This design comes from an exercise in tuning for small area, a short achievable clock period and few clock cycles per item on the open sky130 flow, not from production work.
RTL that was checked went through simulation tests only; none was proved equivalent to the original.
No functional check of the RTL was part of run 3.

<file path="flow/design.v">
module add24(input [23:0] a, input [23:0] b, input ci, output [23:0] s);
  wire [23:0] p0 = a ^ b;
  wire [23:0] g0 = a & b;
  wire G0 = g0[0] | (p0[0] & ci);
  wire P0 = 1'b0;
  wire G1 = g0[2] | (p0[2] & g0[1]);
  wire P1 = p0[2] & p0[1];
  wire G2 = g0[4] | (p0[4] & g0[3]);
  wire P2 = p0[4] & p0[3];
  wire G3 = g0[6] | (p0[6] & g0[5]);
  wire P3 = p0[6] & p0[5];
  wire G4 = g0[8] | (p0[8] & g0[7]);
  wire P4 = p0[8] & p0[7];
  wire G5 = g0[10] | (p0[10] & g0[9]);
  wire P5 = p0[10] & p0[9];
  wire G6 = g0[12] | (p0[12] & g0[11]);
  wire P6 = p0[12] & p0[11];
  wire G7 = g0[14] | (p0[14] & g0[13]);
  wire P7 = p0[14] & p0[13];
  wire G8 = g0[16] | (p0[16] & g0[15]);
  wire P8 = p0[16] & p0[15];
  wire G9 = g0[18] | (p0[18] & g0[17]);
  wire P9 = p0[18] & p0[17];
  wire G10 = g0[20] | (p0[20] & g0[19]);
  wire P10 = p0[20] & p0[19];
  wire G11 = g0[22] | (p0[22] & g0[21]);
  wire P11 = p0[22] & p0[21];
  wire G12 = g0[1] | (p0[1] & G0);
  wire P12 = p0[1] & P0;
  wire G13 = G1 | (P1 & G0);
  wire P13 = P1 & P0;
  wire G14 = g0[5] | (p0[5] & G2);
  wire P14 = p0[5] & P2;
  wire G15 = G3 | (P3 & G2);
  wire P15 = P3 & P2;
  wire G16 = g0[9] | (p0[9] & G4);
  wire P16 = p0[9] & P4;
  wire G17 = G5 | (P5 & G4);
  wire P17 = P5 & P4;
  wire G18 = g0[13] | (p0[13] & G6);
  wire P18 = p0[13] & P6;
  wire G19 = G7 | (P7 & G6);
  wire P19 = P7 & P6;
  wire G20 = g0[17] | (p0[17] & G8);
  wire P20 = p0[17] & P8;
  wire G21 = G9 | (P9 & G8);
  wire P21 = P9 & P8;
  wire G22 = g0[21] | (p0[21] & G10);
  wire P22 = p0[21] & P10;
  wire G23 = G11 | (P11 & G10);
  wire P23 = P11 & P10;
  wire G24 = g0[3] | (p0[3] & G13);
  wire P24 = p0[3] & P13;
  wire G25 = G2 | (P2 & G13);
  wire P25 = P2 & P13;
  wire G26 = G14 | (P14 & G13);
  wire P26 = P14 & P13;
  wire G27 = G15 | (P15 & G13);
  wire P27 = P15 & P13;
  wire G28 = g0[11] | (p0[11] & G17);
  wire P28 = p0[11] & P17;
  wire G29 = G6 | (P6 & G17);
  wire P29 = P6 & P17;
  wire G30 = G18 | (P18 & G17);
  wire P30 = P18 & P17;
  wire G31 = G19 | (P19 & G17);
  wire P31 = P19 & P17;
  wire G32 = g0[19] | (p0[19] & G21);
  wire P32 = p0[19] & P21;
  wire G33 = G10 | (P10 & G21);
  wire P33 = P10 & P21;
  wire G34 = G22 | (P22 & G21);
  wire P34 = P22 & P21;
  wire G35 = G23 | (P23 & G21);
  wire P35 = P23 & P21;
  wire G36 = g0[7] | (p0[7] & G27);
  wire P36 = p0[7] & P27;
  wire G37 = G4 | (P4 & G27);
  wire P37 = P4 & P27;
  wire G38 = G16 | (P16 & G27);
  wire P38 = P16 & P27;
  wire G39 = G17 | (P17 & G27);
  wire P39 = P17 & P27;
  wire G40 = G28 | (P28 & G27);
  wire P40 = P28 & P27;
  wire G41 = G29 | (P29 & G27);
  wire P41 = P29 & P27;
  wire G42 = G30 | (P30 & G27);
  wire P42 = P30 & P27;
  wire G43 = G31 | (P31 & G27);
  wire P43 = P31 & P27;
  wire G44 = g0[23] | (p0[23] & G35);
  wire P44 = p0[23] & P35;
  wire G45 = g0[15] | (p0[15] & G43);
  wire P45 = p0[15] & P43;
  wire G46 = G8 | (P8 & G43);
  wire P46 = P8 & P43;
  wire G47 = G20 | (P20 & G43);
  wire P47 = P20 & P43;
  wire G48 = G21 | (P21 & G43);
  wire P48 = P21 & P43;
  wire G49 = G32 | (P32 & G43);
  wire P49 = P32 & P43;
  wire G50 = G33 | (P33 & G43);
  wire P50 = P33 & P43;
  wire G51 = G34 | (P34 & G43);
  wire P51 = P34 & P43;
  wire G52 = G35 | (P35 & G43);
  wire P52 = P35 & P43;
  wire G53 = G44 | (P44 & G43);
  wire P53 = P44 & P43;
  assign s[0] = p0[0] ^ ci;
  assign s[1] = p0[1] ^ G0;
  assign s[2] = p0[2] ^ G12;
  assign s[3] = p0[3] ^ G13;
  assign s[4] = p0[4] ^ G24;
  assign s[5] = p0[5] ^ G25;
  assign s[6] = p0[6] ^ G26;
  assign s[7] = p0[7] ^ G27;
  assign s[8] = p0[8] ^ G36;
  assign s[9] = p0[9] ^ G37;
  assign s[10] = p0[10] ^ G38;
  assign s[11] = p0[11] ^ G39;
  assign s[12] = p0[12] ^ G40;
  assign s[13] = p0[13] ^ G41;
  assign s[14] = p0[14] ^ G42;
  assign s[15] = p0[15] ^ G43;
  assign s[16] = p0[16] ^ G45;
  assign s[17] = p0[17] ^ G46;
  assign s[18] = p0[18] ^ G47;
  assign s[19] = p0[19] ^ G48;
  assign s[20] = p0[20] ^ G49;
  assign s[21] = p0[21] ^ G50;
  assign s[22] = p0[22] ^ G51;
  assign s[23] = p0[23] ^ G52;
endmodule
module mulk_csa(input [23:0] v, output [23:0] s, output [23:0] c);
  wire ns = ~v[23];
  wire t1 = v[1] ^ v[4];
  wire t2 = v[1] & v[4];
  wire t3 = v[2] ^ v[5] ^ v[6];
  wire t4 = (v[2] & v[5]) | (v[2] & v[6]) | (v[5] & v[6]);
  wire t5 = v[8] ^ v[9];
  wire t6 = v[8] & v[9];
  wire t7 = v[3] ^ v[6] ^ v[7];
  wire t8 = (v[3] & v[6]) | (v[3] & v[7]) | (v[6] & v[7]);
  wire t9 = v[4] ^ v[7];
  wire t10 = v[4] & v[7];
  wire t11 = t1 ^ v[5] ^ v[7];
  wire t12 = (t1 & v[5]) | (t1 & v[7]) | (v[5] & v[7]);
  wire t13 = v[8] ^ v[10] ^ v[11];
  wire t14 = (v[8] & v[10]) | (v[8] & v[11]) | (v[10] & v[11]);
  wire t15 = t3 ^ t5 ^ v[11];
  wire t16 = (t3 & t5) | (t3 & v[11]) | (t5 & v[11]);
  wire t17 = v[12] ^ v[13] ^ v[15];
  wire t18 = (v[12] & v[13]) | (v[12] & v[15]) | (v[13] & v[15]);
  wire t19 = v[18] ^ v[19] ^ v[20];
  wire t20 = (v[18] & v[19]) | (v[18] & v[20]) | (v[19] & v[20]);
  wire t21 = t7 ^ v[9] ^ v[10];
  wire t22 = (t7 & v[9]) | (t7 & v[10]) | (v[9] & v[10]);
  wire t23 = v[12] ^ v[13] ^ v[14];
  wire t24 = (v[12] & v[13]) | (v[12] & v[14]) | (v[13] & v[14]);
  wire t25 = v[16] ^ v[19] ^ v[20];
  wire t26 = (v[16] & v[19]) | (v[16] & v[20]) | (v[19] & v[20]);
  wire t27 = v[21] ^ ns;
  wire t28 = v[21] & ns;
  wire t29 = t9 ^ v[8] ^ v[10];
  wire t30 = (t9 & v[8]) | (t9 & v[10]) | (v[8] & v[10]);
  wire t31 = v[11] ^ v[13] ^ v[14];
  wire t32 = (v[11] & v[13]) | (v[11] & v[14]) | (v[13] & v[14]);
  wire t33 = v[15] ^ v[17] ^ v[20];
  wire t34 = (v[15] & v[17]) | (v[15] & v[20]) | (v[17] & v[20]);
  wire t35 = v[21] ^ v[22] ^ 1'b1;
  wire t36 = (v[21] & v[22]) | (v[21] & 1'b1) | (v[22] & 1'b1);
  wire t37 = v[5] ^ v[8] ^ v[9];
  wire t38 = (v[5] & v[8]) | (v[5] & v[9]) | (v[8] & v[9]);
  wire t39 = v[11] ^ v[12] ^ v[14];
  wire t40 = (v[11] & v[12]) | (v[11] & v[14]) | (v[12] & v[14]);
  wire t41 = v[15] ^ v[16] ^ v[18];
  wire t42 = (v[15] & v[16]) | (v[15] & v[18]) | (v[16] & v[18]);
  wire t43 = v[21] ^ v[22] ^ ns;
  wire t44 = (v[21] & v[22]) | (v[21] & ns) | (v[22] & ns);
  wire t45 = v[6] ^ v[9] ^ v[10];
  wire t46 = (v[6] & v[9]) | (v[6] & v[10]) | (v[9] & v[10]);
  wire t47 = v[12] ^ v[13] ^ v[15];
  wire t48 = (v[12] & v[13]) | (v[12] & v[15]) | (v[13] & v[15]);
  wire t49 = v[16] ^ v[17] ^ v[19];
  wire t50 = (v[16] & v[17]) | (v[16] & v[19]) | (v[17] & v[19]);
  wire t51 = v[7] ^ v[10] ^ v[11];
  wire t52 = (v[7] & v[10]) | (v[7] & v[11]) | (v[10] & v[11]);
  wire t53 = v[13] ^ v[14] ^ v[16];
  wire t54 = (v[13] & v[14]) | (v[13] & v[16]) | (v[14] & v[16]);
  wire t55 = v[8] ^ v[11] ^ v[12];
  wire t56 = (v[8] & v[11]) | (v[8] & v[12]) | (v[11] & v[12]);
  wire t57 = v[14] ^ v[15];
  wire t58 = v[14] & v[15];
  wire t59 = v[9] ^ v[12] ^ v[13];
  wire t60 = (v[9] & v[12]) | (v[9] & v[13]) | (v[12] & v[13]);
  wire t61 = v[15] ^ v[16];
  wire t62 = v[15] & v[16];
  wire t63 = v[10] ^ v[13] ^ v[14];
  wire t64 = (v[10] & v[13]) | (v[10] & v[14]) | (v[13] & v[14]);
  wire t65 = v[11] ^ v[14];
  wire t66 = v[11] & v[14];
  wire t67 = t11 ^ t13 ^ v[12];
  wire t68 = (t11 & t13) | (t11 & v[12]) | (t13 & v[12]);
  wire t69 = v[14] ^ v[17];
  wire t70 = v[14] & v[17];
  wire t71 = t15 ^ t17 ^ t19;
  wire t72 = (t15 & t17) | (t15 & t19) | (t17 & t19);
  wire t73 = v[22] ^ ns ^ ns;
  wire t74 = (v[22] & ns) | (v[22] & ns) | (ns & ns);
  wire t75 = t2 ^ t12;
  wire t76 = t2 & t12;
  wire t77 = t21 ^ t23 ^ t25;
  wire t78 = (t21 & t23) | (t21 & t25) | (t23 & t25);
  wire t79 = t27 ^ t4 ^ t6;
  wire t80 = (t27 & t4) | (t27 & t6) | (t4 & t6);
  wire t81 = t16 ^ t18 ^ t20;
  wire t82 = (t16 & t18) | (t16 & t20) | (t18 & t20);
  wire t83 = t29 ^ t31 ^ t33;
  wire t84 = (t29 & t31) | (t29 & t33) | (t31 & t33);
  wire t85 = t35 ^ t8 ^ t22;
  wire t86 = (t35 & t8) | (t35 & t22) | (t8 & t22);
  wire t87 = t24 ^ t26 ^ t28;
  wire t88 = (t24 & t26) | (t24 & t28) | (t26 & t28);
  wire t89 = t37 ^ t39 ^ t41;
  wire t90 = (t37 & t39) | (t37 & t41) | (t39 & t41);
  wire t91 = t43 ^ t10 ^ t30;
  wire t92 = (t43 & t10) | (t43 & t30) | (t10 & t30);
  wire t93 = t32 ^ t34 ^ t36;
  wire t94 = (t32 & t34) | (t32 & t36) | (t34 & t36);
  wire t95 = t45 ^ t47 ^ t49;
  wire t96 = (t45 & t47) | (t45 & t49) | (t47 & t49);
  wire t97 = v[22] ^ ns ^ t38;
  wire t98 = (v[22] & ns) | (v[22] & t38) | (ns & t38);
  wire t99 = t40 ^ t42 ^ t44;
  wire t100 = (t40 & t42) | (t40 & t44) | (t42 & t44);
  wire t101 = t51 ^ t53 ^ v[17];
  wire t102 = (t51 & t53) | (t51 & v[17]) | (t53 & v[17]);
  wire t103 = v[18] ^ v[20] ^ ns;
  wire t104 = (v[18] & v[20]) | (v[18] & ns) | (v[20] & ns);
  wire t105 = t46 ^ t48 ^ t50;
  wire t106 = (t46 & t48) | (t46 & t50) | (t48 & t50);
  wire t107 = t55 ^ t57 ^ v[17];
  wire t108 = (t55 & t57) | (t55 & v[17]) | (t57 & v[17]);
  wire t109 = v[18] ^ v[19] ^ v[21];
  wire t110 = (v[18] & v[19]) | (v[18] & v[21]) | (v[19] & v[21]);
  wire t111 = 1'b1 ^ t52 ^ t54;
  wire t112 = (1'b1 & t52) | (1'b1 & t54) | (t52 & t54);
  wire t113 = t59 ^ t61 ^ v[18];
  wire t114 = (t59 & t61) | (t59 & v[18]) | (t61 & v[18]);
  wire t115 = v[19] ^ v[20] ^ v[22];
  wire t116 = (v[19] & v[20]) | (v[19] & v[22]) | (v[20] & v[22]);
  wire t117 = 1'b1 ^ t56 ^ t58;
  wire t118 = (1'b1 & t56) | (1'b1 & t58) | (t56 & t58);
  wire t119 = t63 ^ v[16] ^ v[17];
  wire t120 = (t63 & v[16]) | (t63 & v[17]) | (v[16] & v[17]);
  wire t121 = v[19] ^ v[20] ^ v[21];
  wire t122 = (v[19] & v[20]) | (v[19] & v[21]) | (v[20] & v[21]);
  wire t123 = ns ^ t60 ^ t62;
  wire t124 = (ns & t60) | (ns & t62) | (t60 & t62);
  wire t125 = t65 ^ v[15] ^ v[17];
  wire t126 = (t65 & v[15]) | (t65 & v[17]) | (v[15] & v[17]);
  wire t127 = v[18] ^ v[20] ^ v[21];
  wire t128 = (v[18] & v[20]) | (v[18] & v[21]) | (v[20] & v[21]);
  wire t129 = v[22] ^ 1'b1 ^ t64;
  wire t130 = (v[22] & 1'b1) | (v[22] & t64) | (1'b1 & t64);
  wire t131 = v[12] ^ v[15] ^ v[16];
  wire t132 = (v[12] & v[15]) | (v[12] & v[16]) | (v[15] & v[16]);
  wire t133 = v[18] ^ v[19] ^ v[21];
  wire t134 = (v[18] & v[19]) | (v[18] & v[21]) | (v[19] & v[21]);
  wire t135 = v[22] ^ ns ^ t66;
  wire t136 = (v[22] & ns) | (v[22] & t66) | (ns & t66);
  wire t137 = v[13] ^ v[16] ^ v[17];
  wire t138 = (v[13] & v[16]) | (v[13] & v[17]) | (v[16] & v[17]);
  wire t139 = v[19] ^ v[20] ^ v[22];
  wire t140 = (v[19] & v[20]) | (v[19] & v[22]) | (v[20] & v[22]);
  wire t141 = v[14] ^ v[17] ^ v[18];
  wire t142 = (v[14] & v[17]) | (v[14] & v[18]) | (v[17] & v[18]);
  wire t143 = v[15] ^ v[18];
  wire t144 = v[15] & v[18];
  wire t145 = t67 ^ t69 ^ v[18];
  wire t146 = (t67 & t69) | (t67 & v[18]) | (t69 & v[18]);
  wire t147 = t71 ^ t73 ^ t75;
  wire t148 = (t71 & t73) | (t71 & t75) | (t73 & t75);
  wire t149 = t14 ^ t68;
  wire t150 = t14 & t68;
  wire t151 = t77 ^ t79 ^ t81;
  wire t152 = (t77 & t79) | (t77 & t81) | (t79 & t81);
  wire t153 = t72 ^ t74 ^ t76;
  wire t154 = (t72 & t74) | (t72 & t76) | (t74 & t76);
  wire t155 = t83 ^ t85 ^ t87;
  wire t156 = (t83 & t85) | (t83 & t87) | (t85 & t87);
  wire t157 = t78 ^ t80 ^ t82;
  wire t158 = (t78 & t80) | (t78 & t82) | (t80 & t82);
  wire t159 = t89 ^ t91 ^ t93;
  wire t160 = (t89 & t91) | (t89 & t93) | (t91 & t93);
  wire t161 = t84 ^ t86 ^ t88;
  wire t162 = (t84 & t86) | (t84 & t88) | (t86 & t88);
  wire t163 = t95 ^ t97 ^ t99;
  wire t164 = (t95 & t97) | (t95 & t99) | (t97 & t99);
  wire t165 = t90 ^ t92 ^ t94;
  wire t166 = (t90 & t92) | (t90 & t94) | (t92 & t94);
  wire t167 = t101 ^ t103 ^ t105;
  wire t168 = (t101 & t103) | (t101 & t105) | (t103 & t105);
  wire t169 = t96 ^ t98 ^ t100;
  wire t170 = (t96 & t98) | (t96 & t100) | (t98 & t100);
  wire t171 = t107 ^ t109 ^ t111;
  wire t172 = (t107 & t109) | (t107 & t111) | (t109 & t111);
  wire t173 = t102 ^ t104 ^ t106;
  wire t174 = (t102 & t104) | (t102 & t106) | (t104 & t106);
  wire t175 = t113 ^ t115 ^ t117;
  wire t176 = (t113 & t115) | (t113 & t117) | (t115 & t117);
  wire t177 = t108 ^ t110 ^ t112;
  wire t178 = (t108 & t110) | (t108 & t112) | (t110 & t112);
  wire t179 = t119 ^ t121 ^ t123;
  wire t180 = (t119 & t121) | (t119 & t123) | (t121 & t123);
  wire t181 = t114 ^ t116 ^ t118;
  wire t182 = (t114 & t116) | (t114 & t118) | (t116 & t118);
  wire t183 = t125 ^ t127 ^ t129;
  wire t184 = (t125 & t127) | (t125 & t129) | (t127 & t129);
  wire t185 = t120 ^ t122 ^ t124;
  wire t186 = (t120 & t122) | (t120 & t124) | (t122 & t124);
  wire t187 = t131 ^ t133 ^ t135;
  wire t188 = (t131 & t133) | (t131 & t135) | (t133 & t135);
  wire t189 = t126 ^ t128 ^ t130;
  wire t190 = (t126 & t128) | (t126 & t130) | (t128 & t130);
  wire t191 = t137 ^ t139 ^ ns;
  wire t192 = (t137 & t139) | (t137 & ns) | (t139 & ns);
  wire t193 = t132 ^ t134 ^ t136;
  wire t194 = (t132 & t134) | (t132 & t136) | (t134 & t136);
  wire t195 = t141 ^ v[20] ^ v[21];
  wire t196 = (t141 & v[20]) | (t141 & v[21]) | (v[20] & v[21]);
  wire t197 = ns ^ t138 ^ t140;
  wire t198 = (ns & t138) | (ns & t140) | (t138 & t140);
  wire t199 = t143 ^ v[19] ^ v[21];
  wire t200 = (t143 & v[19]) | (t143 & v[21]) | (v[19] & v[21]);
  wire t201 = v[22] ^ 1'b1 ^ t142;
  wire t202 = (v[22] & 1'b1) | (v[22] & t142) | (1'b1 & t142);
  wire t203 = v[16] ^ v[19] ^ v[20];
  wire t204 = (v[16] & v[19]) | (v[16] & v[20]) | (v[19] & v[20]);
  wire t205 = v[22] ^ ns ^ t144;
  wire t206 = (v[22] & ns) | (v[22] & t144) | (ns & t144);
  wire t207 = v[17] ^ v[20] ^ v[21];
  wire t208 = (v[17] & v[20]) | (v[17] & v[21]) | (v[20] & v[21]);
  wire t209 = v[18] ^ v[21];
  wire t210 = v[18] & v[21];
  wire t211 = t145 ^ v[19];
  wire t212 = t145 & v[19];
  wire t213 = t147 ^ t149 ^ t70;
  wire t214 = (t147 & t149) | (t147 & t70) | (t149 & t70);
  wire t215 = t151 ^ t153 ^ t148;
  wire t216 = (t151 & t153) | (t151 & t148) | (t153 & t148);
  wire t217 = t155 ^ t157 ^ t152;
  wire t218 = (t155 & t157) | (t155 & t152) | (t157 & t152);
  wire t219 = t159 ^ t161 ^ t156;
  wire t220 = (t159 & t161) | (t159 & t156) | (t161 & t156);
  wire t221 = t163 ^ t165 ^ t160;
  wire t222 = (t163 & t165) | (t163 & t160) | (t165 & t160);
  wire t223 = t167 ^ t169 ^ t164;
  wire t224 = (t167 & t169) | (t167 & t164) | (t169 & t164);
  wire t225 = t171 ^ t173 ^ t168;
  wire t226 = (t171 & t173) | (t171 & t168) | (t173 & t168);
  wire t227 = t175 ^ t177 ^ t172;
  wire t228 = (t175 & t177) | (t175 & t172) | (t177 & t172);
  wire t229 = t179 ^ t181 ^ t176;
  wire t230 = (t179 & t181) | (t179 & t176) | (t181 & t176);
  wire t231 = t183 ^ t185 ^ t180;
  wire t232 = (t183 & t185) | (t183 & t180) | (t185 & t180);
  wire t233 = t187 ^ t189 ^ t184;
  wire t234 = (t187 & t189) | (t187 & t184) | (t189 & t184);
  wire t235 = t191 ^ t193 ^ t188;
  wire t236 = (t191 & t193) | (t191 & t188) | (t193 & t188);
  wire t237 = t195 ^ t197 ^ t192;
  wire t238 = (t195 & t197) | (t195 & t192) | (t197 & t192);
  wire t239 = t199 ^ t201 ^ t196;
  wire t240 = (t199 & t201) | (t199 & t196) | (t201 & t196);
  wire t241 = t203 ^ t205 ^ t200;
  wire t242 = (t203 & t205) | (t203 & t200) | (t205 & t200);
  wire t243 = t207 ^ ns ^ t204;
  wire t244 = (t207 & ns) | (t207 & t204) | (ns & t204);
  wire t245 = t209 ^ v[22] ^ 1'b1;
  wire t246 = (t209 & v[22]) | (t209 & 1'b1) | (v[22] & 1'b1);
  wire t247 = v[19] ^ v[22] ^ ns;
  wire t248 = (v[19] & v[22]) | (v[19] & ns) | (v[22] & ns);
  wire t249 = t211 ^ v[21];
  wire t250 = t211 & v[21];
  wire t251 = t213 ^ t146 ^ t212;
  wire t252 = (t213 & t146) | (t213 & t212) | (t146 & t212);
  wire t253 = t215 ^ t150 ^ t214;
  wire t254 = (t215 & t150) | (t215 & t214) | (t150 & t214);
  wire t255 = t217 ^ t154 ^ t216;
  wire t256 = (t217 & t154) | (t217 & t216) | (t154 & t216);
  wire t257 = t219 ^ t158 ^ t218;
  wire t258 = (t219 & t158) | (t219 & t218) | (t158 & t218);
  wire t259 = t221 ^ t162 ^ t220;
  wire t260 = (t221 & t162) | (t221 & t220) | (t162 & t220);
  wire t261 = t223 ^ t166 ^ t222;
  wire t262 = (t223 & t166) | (t223 & t222) | (t166 & t222);
  wire t263 = t225 ^ t170 ^ t224;
  wire t264 = (t225 & t170) | (t225 & t224) | (t170 & t224);
  wire t265 = t227 ^ t174 ^ t226;
  wire t266 = (t227 & t174) | (t227 & t226) | (t174 & t226);
  wire t267 = t229 ^ t178 ^ t228;
  wire t268 = (t229 & t178) | (t229 & t228) | (t178 & t228);
  wire t269 = t231 ^ t182 ^ t230;
  wire t270 = (t231 & t182) | (t231 & t230) | (t182 & t230);
  wire t271 = t233 ^ t186 ^ t232;
  wire t272 = (t233 & t186) | (t233 & t232) | (t186 & t232);
  wire t273 = t235 ^ t190 ^ t234;
  wire t274 = (t235 & t190) | (t235 & t234) | (t190 & t234);
  wire t275 = t237 ^ t194 ^ t236;
  wire t276 = (t237 & t194) | (t237 & t236) | (t194 & t236);
  wire t277 = t239 ^ t198 ^ t238;
  wire t278 = (t239 & t198) | (t239 & t238) | (t198 & t238);
  wire t279 = t241 ^ t202 ^ t240;
  wire t280 = (t241 & t202) | (t241 & t240) | (t202 & t240);
  wire t281 = t243 ^ t206 ^ t242;
  wire t282 = (t243 & t206) | (t243 & t242) | (t206 & t242);
  wire t283 = t245 ^ t208 ^ t244;
  wire t284 = (t245 & t208) | (t245 & t244) | (t208 & t244);
  wire t285 = t247 ^ t210 ^ t246;
  wire t286 = (t247 & t210) | (t247 & t246) | (t210 & t246);
  wire t287 = v[20] ^ ns ^ t248;
  wire t288 = (v[20] & ns) | (v[20] & t248) | (ns & t248);
  wire t289 = v[21] ^ 1'b1;
  wire t290 = v[21] & 1'b1;
  wire t291 = v[22] ^ 1'b1;
  wire t292 = v[22] & 1'b1;
  wire [23:0] r0 = {1'b1, ns, t291, t289, t287, t285, t283, t281, t279, t277, t275, t273, t271, t269, t267, t265, t263, t261, t259, t257, t255, t253, t251, t249};
  wire [23:0] r1 = {1'b0, t292, t290, t288, t286, t284, t282, t280, t278, t276, t274, t272, t270, t268, t266, t264, t262, t260, t258, t256, t254, t252, t250, v[22]};
  assign s = r0;
  assign c = r1;
endmodule
module givens8_cordic
(
	input						clk,
	input						rst_n,
	input						start,
	input		[2:0]			index,
	input		[383:0]		data_in,
	output	[383:0]		data_out,
	output					done
);
	localparam [3:0] K_LAST = 4'd4;	 
	reg		[383:0]		r;			 
	reg		[7:0]			ysn;		 
	reg		[2:0]			idx [0:7];	 
	reg						done_r;
	reg		[3:0]			ka  [0:7];	 
	reg		[7:0]			busy;		 
	reg		[7:0]			pre;		 
	reg		[7:0]			rot;		 
	reg		[7:0]			scl;		 
	assign done = done_r;
	assign data_out = r;
	genvar i;
	wire [7:0] ymsb = ~ysn;
	wire [383:0] lane;
	generate for (i = 0; i < 8; i = i + 1) begin : g_lane
		wire [2:0] pi = idx[i];
		wire sgn = ymsb[pi];
		wire [3:0] kya = ka[i];
		wire signed [23:0] xv = r[24*i +: 24];
		wire signed [23:0] yv = r[192 + 24*i +: 24];
		wire [23:0] ax = pre[i] ? 24'd0 : xv;
		wire [23:0] ay = pre[i] ? 24'd0 : yv;
		wire [23:0] ysh = yv >>> kya;
		wire [23:0] xsh = xv >>> kya;
		add24 u_ax (.a(ax), .b(ysh ^ {24{sgn}}),  .ci(sgn),  .s(lane[24*i +: 24]));
		add24 u_ay (.a(ay), .b(xsh ^ {24{~sgn}}), .ci(~sgn), .s(lane[192 + 24*i +: 24]));
	end endgenerate
	wire [383:0] ring;
	generate for (i = 0; i < 4; i = i + 1) begin : g_ring
		wire [23:0] e0 = r[24*(2*i)       +: 24];
		wire [23:0] e1 = r[192 + 24*(2*i) +: 24];
		wire [23:0] e2 = r[24*(2*i+1)     +: 24];
		wire [23:0] e3 = r[192 + 24*(2*i+1) +: 24];
		wire [23:0] ps, pc;
		reg  [23:0] qs, qc;
		mulk_csa u_csa (.v(e3), .s(ps), .c(pc));
		always @(posedge clk) begin
			qs <= ps;
			qc <= pc;
		end
		add24 u_cpa (.a(qs), .b(qc), .ci(1'b0), .s(ring[24*(2*i) +: 24]));
		assign ring[192 + 24*(2*i) +: 24] = e0;
		assign ring[24*(2*i+1)     +: 24] = e1;
		assign ring[192 + 24*(2*i+1) +: 24] = e2;
	end endgenerate
	generate for (i = 0; i < 8; i = i + 1) begin : g_pair
		wire go = start & ~busy[i];
		wire [23:0] xd = rot[i] ? lane[24*i +: 24] :
		                 scl[i] ? ring[24*i +: 24] : data_in[24*i +: 24];
		wire [23:0] yd = rot[i] ? lane[192 + 24*i +: 24] :
		                 scl[i] ? ring[192 + 24*i +: 24] : data_in[192 + 24*i +: 24];
		always @(posedge clk) begin
			if (busy[i] | start) begin
				r[24*i +: 24]       <= xd;
				r[192 + 24*i +: 24] <= yd;
				ysn[i]              <= ~yd[23];
			end
		end
		always @(posedge clk or negedge rst_n) begin
			if (!rst_n) begin
				busy[i] <= 1'b0;
				pre[i]  <= 1'b0;
				rot[i]  <= 1'b0;
				scl[i]  <= 1'b0;
				ka[i]   <= 4'd0;
				idx[i]  <= 3'd0;
			end
			else if (go) begin
				busy[i] <= 1'b1;
				pre[i]  <= 1'b1;
				rot[i]  <= 1'b1;
				scl[i]  <= 1'b0;
				ka[i]   <= 4'd0;
				idx[i]  <= index;
			end
			else if (busy[i]) begin
				pre[i] <= 1'b0;
				if (!pre[i]) begin
					ka[i] <= ka[i] + 4'd1;
				end
				if (rot[i] && !pre[i] && ka[i] == 4'd15) begin
					rot[i] <= 1'b0;
					scl[i] <= 1'b1;
				end
				if (scl[i] && ka[i] == K_LAST) begin
					busy[i] <= 1'b0;
					scl[i]  <= 1'b0;
				end
			end
		end
	end endgenerate
	always @(posedge clk or negedge rst_n) begin
		if (!rst_n)
			done_r <= 1'b0;
		else if (start & ~busy[0])
			done_r <= 1'b0;
		else if (scl[0] && ka[0] == K_LAST)
			done_r <= 1'b1;
	end
endmodule
</file>
<file path="flow/flow/run.sh">
#!/bin/bash
# Standard synthesis (standard.sh synth, unchanged) and the standard ORFS
# layout, with changes only to the cells the layout steps may insert:
# - port buffers are buf_2 (buffer_ports -buffer_cell) instead of the
#   default delay buffer;
# - each layout step marks the delay buffers clkdlybuf4s* don't-use, so the
#   resizer's buffers are ordinary buffers.
set -euo pipefail
bash standard.sh synth > synth.log 2>&1
export BUFFER_PORTS_ARGS="-buffer_cell sky130_fd_sc_hd__buf_2"
H="$PWD/flow/dont_use.tcl"
for step in FLOORPLAN GLOBAL_PLACE RESIZE DETAIL_PLACE REPAIR_TIMING_POST_PLACE CTS GLOBAL_ROUTE DETAIL_ROUTE; do
  export PRE_${step}_TCL="$H"
done
bash standard.sh finish > layout.log 2>&1
</file>
<file path="flow/flow/dont_use.tcl">
# Sourced at the start of each layout step: keep the resizer from picking the
# slow delay buffers (clkdlybuf4s*) for the buffers it inserts.
set_dont_use [get_lib_cells sky130_fd_sc_hd__clkdlybuf4s*]
</file>
<file path="flow/standard.sh">
#!/bin/bash
# synth_recipe.tcl (not shown) runs the flow's synth.tcl, then flattens the netlist and writes it again
# the make line also repeats each setting of config.mk as NAME=value (left out here)
make -C /OpenROAD-flow-scripts/flow DESIGN_CONFIG=/design/flow/config.mk WORK_HOME=/design/flow/orfs CLKGATE_MAP_FILE= SYNTH_SCRIPT=/design/flow/synth_recipe.tcl "${@:-finish}"
</file>
<file path="flow/config.mk">
export PLATFORM = sky130hd
export DESIGN_NAME = givens8_cordic
export DESIGN_NICKNAME = givens8_cordic
export VERILOG_FILES = /design/flow/design.v
export SDC_FILE = /design/flow/constraint.sdc
export NUM_CORES = 4
export LEC_CHECK = 0
export CAP_MARGIN = 20
export CORE_MARGIN = 2
export CORE_UTILIZATION = 40
export CTS_BUF_LIST = sky130_fd_sc_hd__clkbuf_8 sky130_fd_sc_hd__clkbuf_16
export CTS_CLUSTER_DIAMETER = 100
export CTS_CLUSTER_SIZE = 20
export SLEW_MARGIN = 75
</file>
<file path="flow/constraint.sdc">
create_clock -name core_clock -period 20.0 [get_ports {clk}]
set_input_delay 4.0000 -clock core_clock [delete_from_list [all_inputs] [get_ports {clk}]]
set_output_delay 4.0000 -clock core_clock [all_outputs]
set_load 0.01 [all_outputs]
</file>
==> flow_summary.json, run 1 <==
{
  "grt_max_degree": 57,
  "r2r-end": "ysn[3]$_DFFE_PP_",
  "syn-cell-area_sq_um": 79820,
  "multi_input_area_sq_um": 59310,
  "cts_hold_buf": 0,
  "clk_path_buf_depth": 3,
  "drt-total-wl_mm": 298.9,
  "syn_inst": 8576,
  "antenna_found_initial": 37,
  "overflow": 0,
  "worst_pin_slew_ns": 0.3918,
  "fillers": 19000,
  "hpwlAfterDp_mm": 247.5,
  "rows": 163,
  "die_x_microns": 450.7,
  "fin_setup_tns_ns": 0,
  "finalSetupViolCount": 0,
  "synth_ff_type": "edfxtp_1",
  "synth_area_leaders": "edfxtp_1 15%, fa_1 14%, ha_1 8.5%, mux2i_1 7.1%, mux4_2 6.7%",
  "grt_pass1_wl_mm": 443.0,
  "clock_latency_ns": 0.74,
  "hold_viol": 0,
  "cap_violations": 0,
  "finClkSkew_ns": 0.03635,
  "endpoint_kind": "primary output",
  "fp.dieH_microns": 450.7,
  "register_area_sq_um": 17780,
  "r2r_cells": 20,
  "cts_made_buffers": 52,
  "drtIter0Drc": 5853,
  "fin_util_pct": 47.41,
  "cts_tree": "built",
  "drive_above_1_share_pct": 23.40,
  "ys_ff_latch": 661,
  "min_path_type": "flip-flop to flip-flop",
  "synth_area_leader_cell": "edfxtp_1",
  "drc": 0,
  "drt-pass1-iter-count": 7,
  "required_ns": 16.00,
  "ys_warn_count": 3,
  "synth.top_cells.by_count": "783 x nand2_1, 766 x inv_1, 620 x o21ai_0",
  "wl_per_cell_microns": 24.35,
  "max_slew_margin_pct": 73.13,
  "num_vias": 69240,
  "h-tree-depth": 2,
  "finalNetCount": 11050,
  "post-cts-setup-buffers": 0,
  "crit_type": "flip-flop to primary output",
  "initial_core_util_pct": 40.35,
  "cp.arrival_ns": 2.00,
  "grtUsageTotal_pct": 28.62,
  "synth_edf_count": 392,
  "regToRegSetupSlack_ns": 14.42,
  "fin_hold_ws_ns": 0.5170,
  "reg2reg_from": "ysn[4]$_DFFE_PP_",
  "yosys.cell_types.count": 92,
  "synth_top_area_share_pct": 14.75,
  "cts_root_buf": "clkbuf_16",
  "syn-num-nets": 10070,
  "crit_start": "r[234]$_DFFE_PP_",
  "fmax_mhz": 166.8,
  "path_clk_slew_ns": 0.09,
  "min_period_over_period_pct": 29.98,
  "vias_per_cell": 5.640,
  "syn_avg_cell_area_sq_um": 9.307,
  "finalWeightedCongestion": 0.9973,
  "status": "complete, no violations",
  "crit_fanout": 6,
  "area_delta_synth_final_pct": 17.51,
  "cts_sinks": 661,
  "rsz0062_at_grt": "no",
  "cts_resized": 0,
  "fin_crit_ns": 5.996,
  "portBuffers": 774,
  "worstSetupEndpoint": "data_out[234]",
  "final_max_slew_viol_count": 0,
  "ys_seq_area_share_pct": 22.05,
  "die_area_sq_um": 203100,
  "yosysMostFrequentCell": "nand2_1",
  "core_region_area_sq_um": 197800,
  "io_pins": 775,
  "grt_pass1_vias": 69510,
  "start_kind": "flip-flop",
  "antenna_left": 0,
  "synthArstFlopShare_pct": 13.46
}
## worst max-delay path, cell delays in order, from the launching register on
cell and delay (ns):
edfxtp_1 0.41, buf_2 0.19, buf_2 0.19, buf_2 0.28, buf_2 0.19
## flip-flops by register name, summed over array words and instances (netlist names), 24 cells and up
| name | flops |
|---|---|
| g_ring.qc | 88 |
| g_ring.qs | 92 |
| idx | 24 |
| ka | 32 |
| r | 384 |
## cell families (layout without fill, tap and decap cells)
group                    Yosys count  count (layout)  share of synthesized area (%)
AO/OA/AOI/OAI                   1838            1838                          13.83
XOR/XNOR                         716             716                          7.856
adder cells (fa/ha/maj)         1100            1100                          22.47
buffers and inverters           1265            2294                          6.022
flip-flops                       661             661                          22.05
multiplexers                     904             904                          15.26
other                              0              30                              0
AND/OR/NAND/NOR                 2092            2092                          12.51
## final cells by class
cell class | count | share of cell area (%)
tap | 2640 | 3.522
clock inverter | 42 | 0.4936
sequential | 661 | 18.96
clock buffer | 56 | 1.458
timing repair buffer | 1408 | 8.935
antenna | 30 | 0.08004
inverter | 788 | 3.312
multi-input combinational | 6650 | 63.24
## cells in the final DEF, fill, tap and decap left out, types with 43 or more instances in the layout
| master | synthesis | routed |
|---|---|---|
| mux2i_1 | 565 | 485 |
| o21ai_0 | 620 | 564 |
| dfrtp_4 | 0 | 46 |
| a211oi_1 | 146 | 102 |
| o21ai_1 | 40 | 89 |
| nor3_1 | 68 | 59 |
| mux4_2 | 239 | 239 |
| ha_1 | 544 | 544 |
| nand3_1 | 93 | 93 |
| o21a_1 | 43 | 43 |
| nor2b_1 | 472 | 459 |
| buf_8 | 0 | 57 |
| fa_1 | 556 | 556 |
| buf_4 | 10 | 98 |
| o211ai_1 | 46 | 46 |
| dfxtp_1 | 180 | 180 |
| nor2_1 | 403 | 390 |
| edfxtp_1 | 392 | 392 |
| xnor2_1 | 487 | 456 |
| buf_2 | 11 | 1185 |
| a21o_1 | 170 | 170 |
| clkbuf_16 | 0 | 53 |
| a21oi_1 | 506 | 489 |
| inv_1 | 766 | 738 |
| nand2_1 | 783 | 783 |
| mux2_2 | 93 | 92 |
| mux2i_2 | 2 | 44 |
| nand2b_1 | 103 | 100 |
| xor2_1 | 229 | 225 |
## layer usage
metal | global-route usage, % | wire [microns]
met5 | 0 | 24
met4 | 14.78 | 17750
met3 | 3.210 | 17460
met2 | 46.25 | 138800
met1 | 37.84 | 124900
## how the worst min path moves through the flow
stage / depth (start not counted) / end / from
2_1_floorplan: 2 / idx[4][2]$_DFFE_PN0P_ / idx[4][2]$_DFFE_PN0P_
3_3_place_gp: 2 / done_r$_DFFE_PN0N_ / done_r$_DFFE_PN0N_
3_5_place_dp: 2 / done_r$_DFFE_PN0N_ / done_r$_DFFE_PN0N_
4_1_cts: 2 / done_r$_DFFE_PN0N_ / done_r$_DFFE_PN0N_
5_1_grt: 2 / idx[1][1]$_DFFE_PN0P_ / idx[1][1]$_DFFE_PN0P_
6_report: 2 / done_r$_DFFE_PN0N_ / done_r$_DFFE_PN0N_
## through the flow
| step | std cells | instance area, sq um | setup WS (ns) |
|---|---|---|---|
| 2_1_floorplan | 8576 | 79820 | 14.02 |
| 3_3_place_gp | 11640 | 85810 | 13.26 |
| 3_5_place_dp | 12110 | 91100 | 13.97 |
| 4_1_cts | 12210 | 92930 | 13.92 |
| 5_1_grt | 12270 | 93770 | 13.91 |
| 6_report | 12280 | 93800 | 14.00 |
Testbench counts, summed over its fixed seeds: cycles 73,608, items 3,200.
==> inputs of run 2 (changes only) <==
--- a/flow/config.mk
+++ b/flow/config.mk
@@ -13,2 +13,2 @@
 export CTS_CLUSTER_SIZE = 20
-export SLEW_MARGIN = 75
+export SLEW_MARGIN = 65
==> run 2 against run 1 <==
Still clean. Core utilization down 1.9 points. Routed wire length down 0.98%. Critical path depth down 2. Count of clock-buffer cells in the layout up 2. Sequential cell count unchanged. Worst hold slack worse by 0.012 ns. Via count down 1.7%. Non-clock buffer count down 359. Critical endpoint is now data_out[381]. Highest routed layer unchanged.
==> flow_summary.json, run 2 <==
{
  "cts_root_buf": "clkbuf_16",
  "fin_hold_ws_ns": 0.5050,
  "drt-pass1-iter-count": 6,
  "finalNetCount": 10690,
  "largest_reg_flops": 384,
  "hold_depth": 2,
  "overflow": 0,
  "synth_area_leader_cell": "edfxtp_1",
  "cts_resized": 0,
  "wl_per_cell_microns": 24.84,
  "synth_ff_type": "edfxtp_1",
  "min_path_type": "flip-flop to flip-flop",
  "r2r_cells": 19,
  "reg2reg_from": "ka[7][0]$_DFFE_PN0P_",
  "crit_fanout": 8,
  "area_delta_synth_final_pct": 12.82,
  "cts_made_buffers": 53,
  "place_area_sq_um": 87560,
  "regMostFlops": "r",
  "synth_top_area_share_pct": 14.75,
  "layout_common_cells": "883 x buf_2, 783 x nand2_1, 750 x inv_1, 616 x o21ai_0, 556 x fa_1",
  "path_clk_slew_ns": 0.10,
  "num_vias": 68070,
  "rows": 163,
  "postLayoutCellArea_sq_um": 90050,
  "endpoint_kind": "primary output",
  "fin_crit_ns": 5.993,
  "rsz0062_at_grt": "no",
  "layout_commonest_cell": "buf_2",
  "fin_util_pct": 45.52,
  "core_region_area_sq_um": 197800,
  "vias_per_cell": 5.712,
  "grt_pass1_vias": 67850,
  "hp-start": "done_r$_DFFE_PN0N_",
  "grtUsageTotal_pct": 28.39,
  "start_kind": "flip-flop",
  "drt-total-wl_mm": 296.0,
  "dp_cells": 11760,
  "fmax_mhz": 166.8,
  "post-cts-setup-buffers": 0,
  "die_x_microns": 450.7,
  "drc": 0,
  "r2r-end": "ysn[7]$_DFFE_PP_",
  "hpwlAfterDp_mm": 238.4,
  "synth_area_leaders": "edfxtp_1 15%, fa_1 14%, ha_1 8.5%, mux2i_1 7.1%, mux4_2 6.7%",
  "final_max_slew_viol_count": 0,
  "min_period_over_period_pct": 29.97,
  "cp.arrival_ns": 1.99,
  "cts_tree": "built",
  "grt_max_degree": 63,
  "ys_ff_latch": 661,
  "ys_warn_count": 3,
  "hold_end": "done_r$_DFFE_PN0N_",
  "synth_edf_count": 392,
  "fin_setup_tns_ns": 0,
  "antenna_left": 0,
  "worst_pin_slew_ns": 0.5690,
  "syn-cell-area_sq_um": 79820,
  "cap_violations": 0,
  "yosys.cell_types.count": 92,
  "initial_core_util_pct": 40.35,
  "synth.top_cells.by_count": "783 x nand2_1, 766 x inv_1, 620 x o21ai_0",
  "regToRegSetupSlack_ns": 14.59,
  "clk_path_buf_depth": 3,
  "top_regs": "r (384), g_ring.qs (92), g_ring.qc (88)",
  "antenna_found_initial": 36,
  "layoutNonFillerInstCount": 11920,
  "syn_avg_cell_area_sq_um": 9.307,
  "syn-num-nets": 10070,
  "hold_viol": 0,
  "die_area_sq_um": 203100,
  "finalWeightedCongestion": 0.9973,
  "fillers": 19300,
  "h-tree-depth": 2,
  "finalSetupViolCount": 0,
  "crit_type": "flip-flop to primary output",
  "status": "complete, no violations",
  "finClkSkew_ns": 0.05137,
  "synthArstFlopShare_pct": 13.46,
  "drive_above_1_share_pct": 18.10,
  "grt_pass1_wl_mm": 438.2,
  "portBuffers": 774,
  "syn_inst": 8576,
  "clock_latency_ns": 0.76,
  "max_slew_margin_pct": 60.98,
  "required_ns": 16.00,
  "ys_seq_area_share_pct": 22.05,
  "yosysMostFrequentCell": "nand2_1",
  "io_pins": 775,
  "cts_hold_buf": 0,
  "fp.dieH_microns": 450.7,
  "cts_sinks": 661,
  "drtIter0Drc": 5646
}
==> run 2: changes by cell type in the layout (fill, tap and decap cells not counted), moves of 19 or more <==
cell and change:
a211oi_1 +19, mux2i_1 +49, xnor2_1 +28, mux2i_4 -27, buf_2 -302, xnor2_2 -28, buf_8 -48, o21ai_1 -45
o21ai_0 +52, mux2i_2 -22
==> run 2: how the worst max path moves through the flow <==
stage / end / startpoint / slack (ns)
3_5_place_dp: r[10]$_DFFE_PP_ / start / 13.84
5_1_grt: data_out[378] / r[378]$_DFFE_PP_ / 13.93
4_1_cts: data_out[378] / r[378]$_DFFE_PP_ / 13.93
3_3_place_gp: r[10]$_DFFE_PP_ / start / 13.26
2_1_floorplan: r[100]$_DFFE_PP_ / start / 14.02
6_report: data_out[381] / r[381]$_DFFE_PP_ / 14.01
==> run 2: cell families (layout without fill, tap and decap cells) <==
kind of cell	after synthesis	count (layout)	synth area share, %
AO/OA/AOI/OAI	1838	1838	13.83
flip-flops	661	661	22.05
XOR/XNOR	716	716	7.856
other	0	28	0
adder cells (fa/ha/maj)	1100	1100	22.47
buffers and inverters	1265	1937	6.022
multiplexers	904	904	15.26
AND/OR/NAND/NOR	2092	2092	12.51
==> run 2: routing by layer <==
layer | global-route usage, % | part of all wire, % | up-vias
li1 | - | - | 31050
met1 | 37.76 | 42 | 33930
met2 | 45.08 | 46 | 2549
met3 | 3.226 | 5.7 | 529
met4 | 15.73 | 6.4 | 6
met5 | 0 | 0.014 | -
==> run 2: area by class of cell <==
cell class / count / area (sq um) / share of cell area (%)
diodes: 28 / 70.07 / 0.07781
clock buffers: 58 / 1429 / 1.587
clock inverters: 42 / 469.2 / 0.5210
inverters: 788 / 3043 / 3.379
multi-input cells: 6650 / 57900 / 64.29
flip-flops and latches: 661 / 17750 / 19.71
well taps: 2640 / 3303 / 3.668
repair buffers: 1049 / 6092 / 6.765
==> run 2: worst max-delay path, cell delays in order (launching register included) <==
cell,delay (ns)
edfxtp_1,0.63
buf_2,0.39
buf_2,0.22
==> run 2: metrics by stage <==
stage	setup WS [ns]
6_report	14.01
5_1_grt	13.93
3_3_place_gp	13.26
2_1_floorplan	14.02
3_5_place_dp	13.84
4_1_cts	13.93
==> inputs of run 3 (changes only) <==
--- a/flow/design.v
+++ b/flow/design.v
@@ -448,9 +448,9 @@
 	reg		[7:0]			ysn;		 
-	reg		[2:0]			idx [0:7];	 
+	reg		[2:0]			idx [0:1];	 
 	reg						done_r;
-	reg		[3:0]			ka  [0:7];	 
-	reg		[7:0]			busy;		 
-	reg		[7:0]			pre;		 
-	reg		[7:0]			rot;		 
-	reg		[7:0]			scl;		 
+	reg		[3:0]			ka  [0:1];	 
+	reg		[1:0]			busy;		 
+	reg		[1:0]			pre;		 
+	reg		[1:0]			rot;		 
+	reg		[1:0]			scl;		 
 	assign done = done_r;
@@ -461,9 +461,9 @@
 	generate for (i = 0; i < 8; i = i + 1) begin : g_lane
-		wire [2:0] pi = idx[i];
+		wire [2:0] pi = idx[i/4];
 		wire sgn = ymsb[pi];
-		wire [3:0] kya = ka[i];
+		wire [3:0] kya = ka[i/4];
 		wire signed [23:0] xv = r[24*i +: 24];
 		wire signed [23:0] yv = r[192 + 24*i +: 24];
-		wire [23:0] ax = pre[i] ? 24'd0 : xv;
-		wire [23:0] ay = pre[i] ? 24'd0 : yv;
+		wire [23:0] ax = pre[i/4] ? 24'd0 : xv;
+		wire [23:0] ay = pre[i/4] ? 24'd0 : yv;
 		wire [23:0] ysh = yv >>> kya;
@@ -492,9 +492,8 @@
 	generate for (i = 0; i < 8; i = i + 1) begin : g_pair
-		wire go = start & ~busy[i];
-		wire [23:0] xd = rot[i] ? lane[24*i +: 24] :
-		                 scl[i] ? ring[24*i +: 24] : data_in[24*i +: 24];
-		wire [23:0] yd = rot[i] ? lane[192 + 24*i +: 24] :
-		                 scl[i] ? ring[192 + 24*i +: 24] : data_in[192 + 24*i +: 24];
+		wire [23:0] xd = rot[i/4] ? lane[24*i +: 24] :
+		                 scl[i/4] ? ring[24*i +: 24] : data_in[24*i +: 24];
+		wire [23:0] yd = rot[i/4] ? lane[192 + 24*i +: 24] :
+		                 scl[i/4] ? ring[192 + 24*i +: 24] : data_in[192 + 24*i +: 24];
 		always @(posedge clk) begin
-			if (busy[i] | start) begin
+			if (busy[i/4] | start) begin
 				r[24*i +: 24]       <= xd;
@@ -504,2 +503,5 @@
 		end
+	end endgenerate
+	generate for (i = 0; i < 2; i = i + 1) begin : g_seq
+		wire go = start & ~busy[i];
 		always @(posedge clk or negedge rst_n) begin
==> run 3 against run 2 <==
Sequential share of layout area shrank 1.5 points. Setup slack lost 0.053 ns. Still clean on timing, DRC and antenna. Area after synthesis shrank 3.5%.
==> flow_summary.json, run 3 <==
{
  "antenna_found_initial": 22,
  "syn_avg_cell_area_sq_um": 9.321,
  "r2r_cells": 20,
  "synth_area_leader_cell": "edfxtp_1",
  "status": "complete, no violations",
  "postLayoutCellArea_sq_um": 87710,
  "area_delta_synth_final_pct": 13.89,
  "hold_viol": 0,
  "rsz0062_at_grt": "no",
  "r2r-end": "ysn[4]$_DFFE_PP_",
  "synth_compound_area_share_pct": 13.92,
  "initial_core_util_pct": 40.12,
  "synth_area_leaders": "edfxtp_1 15%, fa_1 14%, ha_1 8.6%, mux4_2 7.4%, mux2i_1 6.6%",
  "cts_hold_buf": 0,
  "fmax_mhz": 165.4,
  "min_path_type": "flip-flop to flip-flop",
  "finalSetupViolCount": 0,
  "ys_seq_area_share_pct": 20.71,
  "die_area_sq_um": 196100,
  "regToRegSetupSlack_ns": 13.95,
  "grtUsageTotal_pct": 29.79,
  "place_area_sq_um": 85300,
  "synth.top_cells.by_count": "813 x nand2_1, 754 x inv_1, 609 x o21ai_0",
  "layout_common_cells": "846 x buf_2, 811 x nand2_1, 744 x inv_1, 593 x o21ai_0, 560 x xnor2_1",
  "fin_crit_ns": 6.047,
  "synthArstFlopShare_pct": 3.866,
  "max_slew_margin_pct": 59.16,
  "endpoint_kind": "flip-flop",
  "top_regs": "r (384), g_ring.qs (92), g_ring.qc (88)",
  "grt_pass1_vias": 65800,
  "finalNetCount": 10410,
  "crit_start": "ka[1][0]$_DFFE_PN0P_",
  "num_vias": 67000,
  "fin_setup_tns_ns": 0,
  "synth_top_area_share_pct": 15.28,
  "post-cts-setup-buffers": 0,
  "crit_path_top_delay_cell": "dfrtp_4",
  "worst_pin_slew_ns": 0.6063,
  "start_kind": "flip-flop",
  "crit_path_max_incr_delay_ns": 0.63,
  "drt-pass1-iter-count": 6,
  "final_max_slew_viol_count": 0,
  "synth_top_family_by_area": "adder cells",
  "fp.dieH_microns": 442.8,
  "fillers": 18490,
  "h-tree-depth": 2,
  "finalWeightedCongestion": 0.9467,
  "largest_reg_flops": 384,
  "syn-cell-area_sq_um": 77010,
  "regMostFlops": "r",
  "ys_warn_count": 3,
  "layout_commonest_cell": "buf_2",
  "clock_latency_ns": 0.75,
  "yosys.area_share.simple_pct": 12.23,
  "cts_tree": "built",
  "synth.area.mux_share_pct": 15.84,
  "required_ns": 20.52,
  "synth_xor_area_share_pct": 8.075,
  "reg2reg_from": "ka[1][0]$_DFFE_PN0P_",
  "synth_ff_type": "edfxtp_1",
  "crit_type": "flip-flop to flip-flop",
  "cap_violations": 0,
  "rows": 161,
  "hpwlAfterDp_mm": 237.2,
  "drtIter0Drc": 6376,
  "finClkSkew_ns": 0.05285,
  "drc": 0,
  "clk_path_buf_depth": 3,
  "yosys.cell_types.count": 89,
  "core_region_area_sq_um": 192000,
  "io_pins": 775,
  "drive_above_1_share_pct": 18.32,
  "portBuffers": 774,
  "cts_sinks": 595,
  "ys_ff_latch": 595,
  "min_period_over_period_pct": 30.23,
  "path_cells": "buf_12, buf_12, buf_8, buf_16, mux2_2, nor2_1, a21oi_1, mux4_2, xnor2_1, ha_1, and3_1, a221oi_1, o21ai_0, or2_2, o311ai_2, o211ai_1, a211oi_1, a21oi_1, xnor2_1, a21o_1",
  "synth_edf_count": 392,
  "cts_resized": 0,
  "path_clk_slew_ns": 0.10,
  "grt_max_degree": 97,
  "synth_fa_ha_area_share_pct": 23.10,
  "cts_made_buffers": 52,
  "cts_root_buf": "clkbuf_16",
  "die_x_microns": 442.8,
  "crit_fanout": 42,
  "yosysMostFrequentCell": "nand2_1",
  "antenna_left": 0,
  "overflow": 0,
  "syn-num-nets": 9740,
  "wl_per_cell_microns": 26.04,
  "grt_pass1_wl_mm": 439.6,
  "syn_inst": 8262,
  "cp.arrival_ns": 6.57,
  "vias_per_cell": 5.820,
  "worstSetupEndpoint": "ysn[4]$_DFFE_PP_",
  "drt-total-wl_mm": 299.9
}
-- run 3: changes by cell type after synthesis, moves of 30 or more --
cell,before,now
dfrtp_1,89,23
mux2i_1,565,508
nand2_1,783,813
nand2b_1,103,71
nor2_1,403,360
o21ai_1,40,6
xnor2_1,487,561
xor2_1,229,149
-- run 3: logic make-up after synthesis --
logic type	count (synthesis)
compound gates	1769
fa+ha+maj	1088
simple gates	1995
flops	595
xor+xnor	710
mux	875
buf+inv	1230
-- run 3: stage by stage --
stage | hold WS [ns] | util [%] | instances | setup slack [ns]
floorplan | 0.4841 | - | 8262 | 11.53
global placement | 0.5215 | 43.21 | 11220 | 13.07
detailed placement | 0.5260 | 44.43 | 11380 | 14.03
CTS | 0.5458 | 45.40 | 11470 | 13.94
global route | 0.4787 | 45.68 | 11510 | 13.63
finish | 0.4515 | 45.69 | 11510 | 13.95
-- run 3: critical path, delay by kind of cell (launching register included) --
kind / cells / cell delay, ns
adder cells (fa/ha/maj): 1 / 0.36
AO/OA/AOI/OAI: 8 / 2.04
flip-flops: 1 / 0.63
AND/OR/NAND/NOR: 3 / 0.62
XOR/XNOR: 2 / 0.32
multiplexers: 2 / 0.88
buffers and inverters: 4 / 0.89
-- run 3: cell type report --
type	instances	area, sq um	share of cell area [%]
Antenna cell	8	20.02	0.02283
Clock buffer	54	1340	1.528
Clock inverter	44	526.8	0.6006
Inverter	757	2933	3.344
Multi-Input combinational cell	6437	56740	64.69
Sequential cell	595	16000	18.25
Tap cell	2526	3161	3.604
Timing Repair Buffer	1092	6988	7.967
-- run 3: how the worst min path moves through the flow --
| stage | start | endpoint | slack, ns | depth (start not counted) |
|---|---|---|---|---|
| 2_1_floorplan | idx[0][1]$_DFFE_PN0P_ | idx[0][1]$_DFFE_PN0P_ | 0.48 | 2 |
| 3_3_place_gp | idx[1][2]$_DFFE_PN0P_ | idx[1][2]$_DFFE_PN0P_ | 0.52 | 2 |
| 3_5_place_dp | idx[1][2]$_DFFE_PN0P_ | idx[1][2]$_DFFE_PN0P_ | 0.53 | 2 |
| 4_1_cts | idx[1][2]$_DFFE_PN0P_ | idx[1][2]$_DFFE_PN0P_ | 0.55 | 2 |
| 5_1_grt | r[286]$_DFFE_PP_ | g_ring[1].qc[0]$_DFF_P_ | 0.48 | 0 |
| 6_report | r[286]$_DFFE_PP_ | g_ring[1].qc[0]$_DFF_P_ | 0.45 | 0 |
-- run 3: routing by layer --
layer | wire (microns) | track usage (%) | vias to the layer above | share of wire, %
met4 | 16810 | 14.55 | 10 | 5.6
li1 | - | - | 30180 | -
met3 | 23040 | 4.161 | 555 | 7.7
met5 | 68 | 0 | - | 0.023
met1 | 122800 | 39.67 | 33110 | 41
met2 | 137100 | 47.59 | 3146 | 46
==> inputs of run 4 (changes only) <==
--- a/flow/design.v
+++ b/flow/design.v
@@ -448,9 +448,9 @@
 	reg		[7:0]			ysn;		 
-	reg		[2:0]			idx [0:1];	 
+	reg		[2:0]			idx [0:3];	 
 	reg						done_r;
-	reg		[3:0]			ka  [0:1];	 
-	reg		[1:0]			busy;		 
-	reg		[1:0]			pre;		 
-	reg		[1:0]			rot;		 
-	reg		[1:0]			scl;		 
+	reg		[3:0]			ka  [0:3];	 
+	reg		[3:0]			busy;		 
+	reg		[3:0]			pre;		 
+	reg		[3:0]			rot;		 
+	reg		[3:0]			scl;		 
 	assign done = done_r;
@@ -461,9 +461,9 @@
 	generate for (i = 0; i < 8; i = i + 1) begin : g_lane
-		wire [2:0] pi = idx[i/4];
+		wire [2:0] pi = idx[i/2];
 		wire sgn = ymsb[pi];
-		wire [3:0] kya = ka[i/4];
+		wire [3:0] kya = ka[i/2];
 		wire signed [23:0] xv = r[24*i +: 24];
 		wire signed [23:0] yv = r[192 + 24*i +: 24];
-		wire [23:0] ax = pre[i/4] ? 24'd0 : xv;
-		wire [23:0] ay = pre[i/4] ? 24'd0 : yv;
+		wire [23:0] ax = pre[i/2] ? 24'd0 : xv;
+		wire [23:0] ay = pre[i/2] ? 24'd0 : yv;
 		wire [23:0] ysh = yv >>> kya;
@@ -492,8 +492,8 @@
 	generate for (i = 0; i < 8; i = i + 1) begin : g_pair
-		wire [23:0] xd = rot[i/4] ? lane[24*i +: 24] :
-		                 scl[i/4] ? ring[24*i +: 24] : data_in[24*i +: 24];
-		wire [23:0] yd = rot[i/4] ? lane[192 + 24*i +: 24] :
-		                 scl[i/4] ? ring[192 + 24*i +: 24] : data_in[192 + 24*i +: 24];
+		wire [23:0] xd = rot[i/2] ? lane[24*i +: 24] :
+		                 scl[i/2] ? ring[24*i +: 24] : data_in[24*i +: 24];
+		wire [23:0] yd = rot[i/2] ? lane[192 + 24*i +: 24] :
+		                 scl[i/2] ? ring[192 + 24*i +: 24] : data_in[192 + 24*i +: 24];
 		always @(posedge clk) begin
-			if (busy[i/4] | start) begin
+			if (busy[i/2] | start) begin
 				r[24*i +: 24]       <= xd;
@@ -504,3 +504,3 @@
 	end endgenerate
-	generate for (i = 0; i < 2; i = i + 1) begin : g_seq
+	generate for (i = 0; i < 4; i = i + 1) begin : g_seq
 		wire go = start & ~busy[i];
--- a/flow/config.mk
+++ b/flow/config.mk
@@ -12,3 +12,3 @@
 export CTS_CLUSTER_DIAMETER = 100
-export CTS_CLUSTER_SIZE = 20
+export CTS_CLUSTER_SIZE = 25
 export SLEW_MARGIN = 65
==> run 4 against run 3 <==
Still clean on timing, DRC and antenna. Register-to-register slack better by 0.34 ns. Die area is 0.67% higher. Global-route usage is 1.7 points lower. Fmax is 1.5% higher. Routed wire length is 5.2% lower. Area after synthesis is 0.68% higher. Sequential share of layout area is 0.62 points higher. Largest cell class unchanged.
==> flow_summary.json, run 4 <==
{
  "required_ns": 16.00,
  "worst-path-buf-inv": 2,
  "drt-total-wl_mm": 284.3,
  "fin_crit_ns": 5.955,
  "regToRegSetupSlack_ns": 14.29,
  "finalSetupViolCount": 0,
  "post-cts-setup-buffers": 0,
  "crit_start": "r[378]$_DFFE_PP_",
  "r2r-end": "ysn[7]$_DFFE_PP_",
  "top_regs": "r (384), g_ring.qs (92), g_ring.qc (88)",
  "worst_pin_slew_ns": 0.6067,
  "syn-cell-area_sq_um": 77530,
  "drive_above_1_share_pct": 18.34,
  "fillers": 18650,
  "status": "complete, no violations",
  "fmax_mhz": 167.9,
  "cp_top_family": "flip-flops",
  "crit_fanout": 8,
  "register_area_sq_um": 16600,
  "path_clk_slew_ns": 0.11,
  "drc": 0,
  "grt_pass1_wl_mm": 420.0,
  "r2r_cells": 20,
  "final_max_slew_viol_count": 0,
  "layout_commonest_cell": "buf_2",
  "synth_top_area_share_pct": 15.18,
  "crit_path_top_delay_cell": "edfxtp_1",
  "antenna_left": 0,
  "start_kind": "flip-flop",
  "fin_setup_tns_ns": 0,
  "cpMostUsedCell": "buf_2",
  "h-tree-depth": 2,
  "reg2reg_from": "ka[3][0]$_DFFE_PN0P_",
  "cts_made_buffers": 50,
  "die_x_microns": 444.3,
  "synth_area_leader_cell": "edfxtp_1",
  "largest_reg_flops": 384,
  "syn_inst": 8298,
  "finalNetCount": 10430,
  "wl_per_cell_microns": 24.65,
  "ys_warn_count": 3,
  "synth_edf_count": 392,
  "cap_violations": 0,
  "core_region_area_sq_um": 192600,
  "rows": 161,
  "synthArstFlopShare_pct": 7.293,
  "synth_ff_type": "edfxtp_1",
  "path_cells": "buf_2, buf_2",
  "layout_common_cells": "849 x buf_2, 816 x nand2_1, 727 x inv_1, 621 x o21ai_0, 556 x fa_1",
  "cts_root_buf": "clkbuf_16",
  "endpoint_kind": "primary output",
  "cts_resized": 0,
  "rsz0062_at_grt": "no",
  "vias_per_cell": 5.753,
  "max_slew_margin_pct": 59.48,
  "syn_avg_cell_area_sq_um": 9.344,
  "crit_path_max_incr_delay_ns": 0.64,
  "finalWeightedCongestion": 0.9620,
  "crit_type": "flip-flop to primary output",
  "die_area_sq_um": 197400,
  "grtUsageTotal_pct": 28.04,
  "multi_input_area_sq_um": 56730,
  "hpwlAfterDp_mm": 226.3,
  "hold_viol": 0,
  "ys_seq_area_share_pct": 21.28,
  "fin_util_pct": 45.70,
  "cts_sinks": 617,
  "cts_hold_buf": 0,
  "cts_tree": "built",
  "crit_cells": 2,
  "num_vias": 66360,
  "drtIter0Drc": 6499,
  "synth_area_leaders": "edfxtp_1 15%, fa_1 14%, ha_1 8.6%, mux4_2 7.7%, mux2i_1 6.9%",
  "antenna_found_initial": 30,
  "worstSetupEndpoint": "data_out[378]",
  "ys_ff_latch": 617,
  "clk_path_buf_depth": 3,
  "syn-num-nets": 9780,
  "portBuffers": 774,
  "min_period_over_period_pct": 29.78,
  "yosys.cell_types.count": 95,
  "io_pins": 775,
  "drt-pass1-iter-count": 8,
  "area_delta_synth_final_pct": 13.52,
  "overflow": 0,
  "synth.top_cells.by_count": "816 x nand2_1, 741 x inv_1, 630 x o21ai_0",
  "clock_latency_ns": 0.73,
  "cp.arrival_ns": 1.96,
  "min_path_type": "flip-flop to flip-flop",
  "fp.dieH_microns": 444.3,
  "grt_max_degree": 95,
  "initial_core_util_pct": 40.26,
  "finClkSkew_ns": 0.05571,
  "yosysMostFrequentCell": "nand2_1",
  "grt_pass1_vias": 65390,
  "regMostFlops": "r"
}
run 4: cell types whose count changed in the layout (fill, tap and decap cells not counted), sizes merged, moves of 14 or more:
cell,previous run,this run
xor2,149,314
o31ai,16,30
o21ai,618,649
dfrtp,23,45
a21o,159,180
a21oi,503,531
buf,1079,1048
mux2i,511,534
o211ai,52,31
nand3,92,107
xnor2,561,400
a31oi,47,28
mux2,104,76
and3,35,20
run 4: per-stage QoR:
stage                     hold WS, ns  setup WS [ns]  instances  area [sq um]
after floorplan                0.4682          13.20       8298         77530
after global placement         0.4770          13.39      11250         83420
after global routing           0.5903          13.92      11530         87990
after detailed placement       0.5391          14.17      11400         85550
final                          0.5529          14.04      11540         88010
after CTS                      0.5479          13.96      11490         87470
run 4: final cells by class:
class / instances / share of cell area (%)
Clock inverter: 42 / 0.7307
Antenna cell: 20 / 0.05686
Tap cell: 2526 / 3.591
Inverter: 755 / 3.308
Multi-Input combinational cell: 6458 / 64.46
Sequential cell: 617 / 18.86
Timing Repair Buffer: 1066 / 7.542
Clock buffer: 51 / 1.450
run 4: worst reg2reg max path: cells and delay by family, from the launching register on:
family	cells	cell delay, ns
compound gates	11	2.59
buf+inv	3	0.80
flops	1	0.58
simple gates	2	0.42
mux	1	0.41
xor+xnor	2	0.32
fa+ha+maj	1	0.29
run 4: how the worst min path moves through the flow:
stage,slack (ns),depth (start not counted),endpoint,from
2_1_floorplan,0.47,2,idx[0][2]$_DFFE_PN0P_,idx[0][2]$_DFFE_PN0P_
3_3_place_gp,0.48,2,done_r$_DFFE_PN0N_,done_r$_DFFE_PN0N_
3_5_place_dp,0.54,2,idx[1][1]$_DFFE_PN0P_,idx[1][1]$_DFFE_PN0P_
4_1_cts,0.55,1,pre[0]$_DFFE_PN0P_,busy[0]$_DFF_PN0_
5_1_grt,0.59,2,idx[1][1]$_DFFE_PN0P_,idx[1][1]$_DFFE_PN0P_
6_report,0.55,2,done_r$_DFFE_PN0N_,done_r$_DFFE_PN0N_
run 4: routing by layer:
metal  track usage (%)  vias to the layer above  wire, microns
li1                  -                    30170              -
met1             37.73                    32780         118300
met2             44.61                     2850         129700
met3             4.040                      553          21060
met4             12.93                        8          15220
met5                 0                        -             47
run 4: logic make-up after synthesis:
| group | Yosys count | share of synthesized area, % |
|---|---|---|
| simple gates | 1996 | 12.15 |
| compound gates | 1780 | 13.69 |
| buf+inv | 1223 | 6.063 |
| fa+ha+maj | 1092 | 23.01 |
| mux | 876 | 15.74 |
| xor+xnor | 714 | 8.066 |
| flops | 617 | 21.28 |
Testbench counts of run 4, summed over its fixed seeds: cycles 73,608, items 3,200.

## afterwards: timing with drivers on the ports
The flow's constraints put no driver on any port. The routed layouts listed below were extracted and timed again, unchanged, in two steps.
Step 1: set_driving_cell puts a clkbuf_16 on clk and a buf_2 on each other input, an assumption about the parent block.
Step 2 also shifts input and output timing later by t, the mid clock arrival at the registers, as if the neighbouring blocks saw the same clock.
Slacks: no drivers / after step 1 / after step 2; pairs: no drivers / after step 1.
| run | t, ns | slack for setup (ns) | hold slack, ns | worst setup path at the end | latest minus earliest clock arrival (ns) |
|---|---|---|---|---|---|
| run 1 | 0.812 | 14.004 / 13.920 / 13.959 | 0.517 / 0.517 / 0.517 | input to register | 0.040 / 0.040 |
| run 2 | 0.814 | 14.007 / 13.924 / 13.866 | 0.505 / 0.505 / 0.505 | input to register | 0.052 / 0.052 |
| run 3 | 0.817 | 13.953 / 13.883 / 13.953 | 0.452 / 0.452 / 0.452 | register to register | 0.053 / 0.053 |
| run 4 | 0.780 | 14.045 / 13.969 / 14.050 | 0.553 / 0.553 / 0.553 | input to register | 0.061 / 0.061 |
After both steps every run listed still meets setup and hold. For run 2, which loses most, drivers alone change the setup slack by -0.083 ns; drivers and shift together by -0.141 ns.
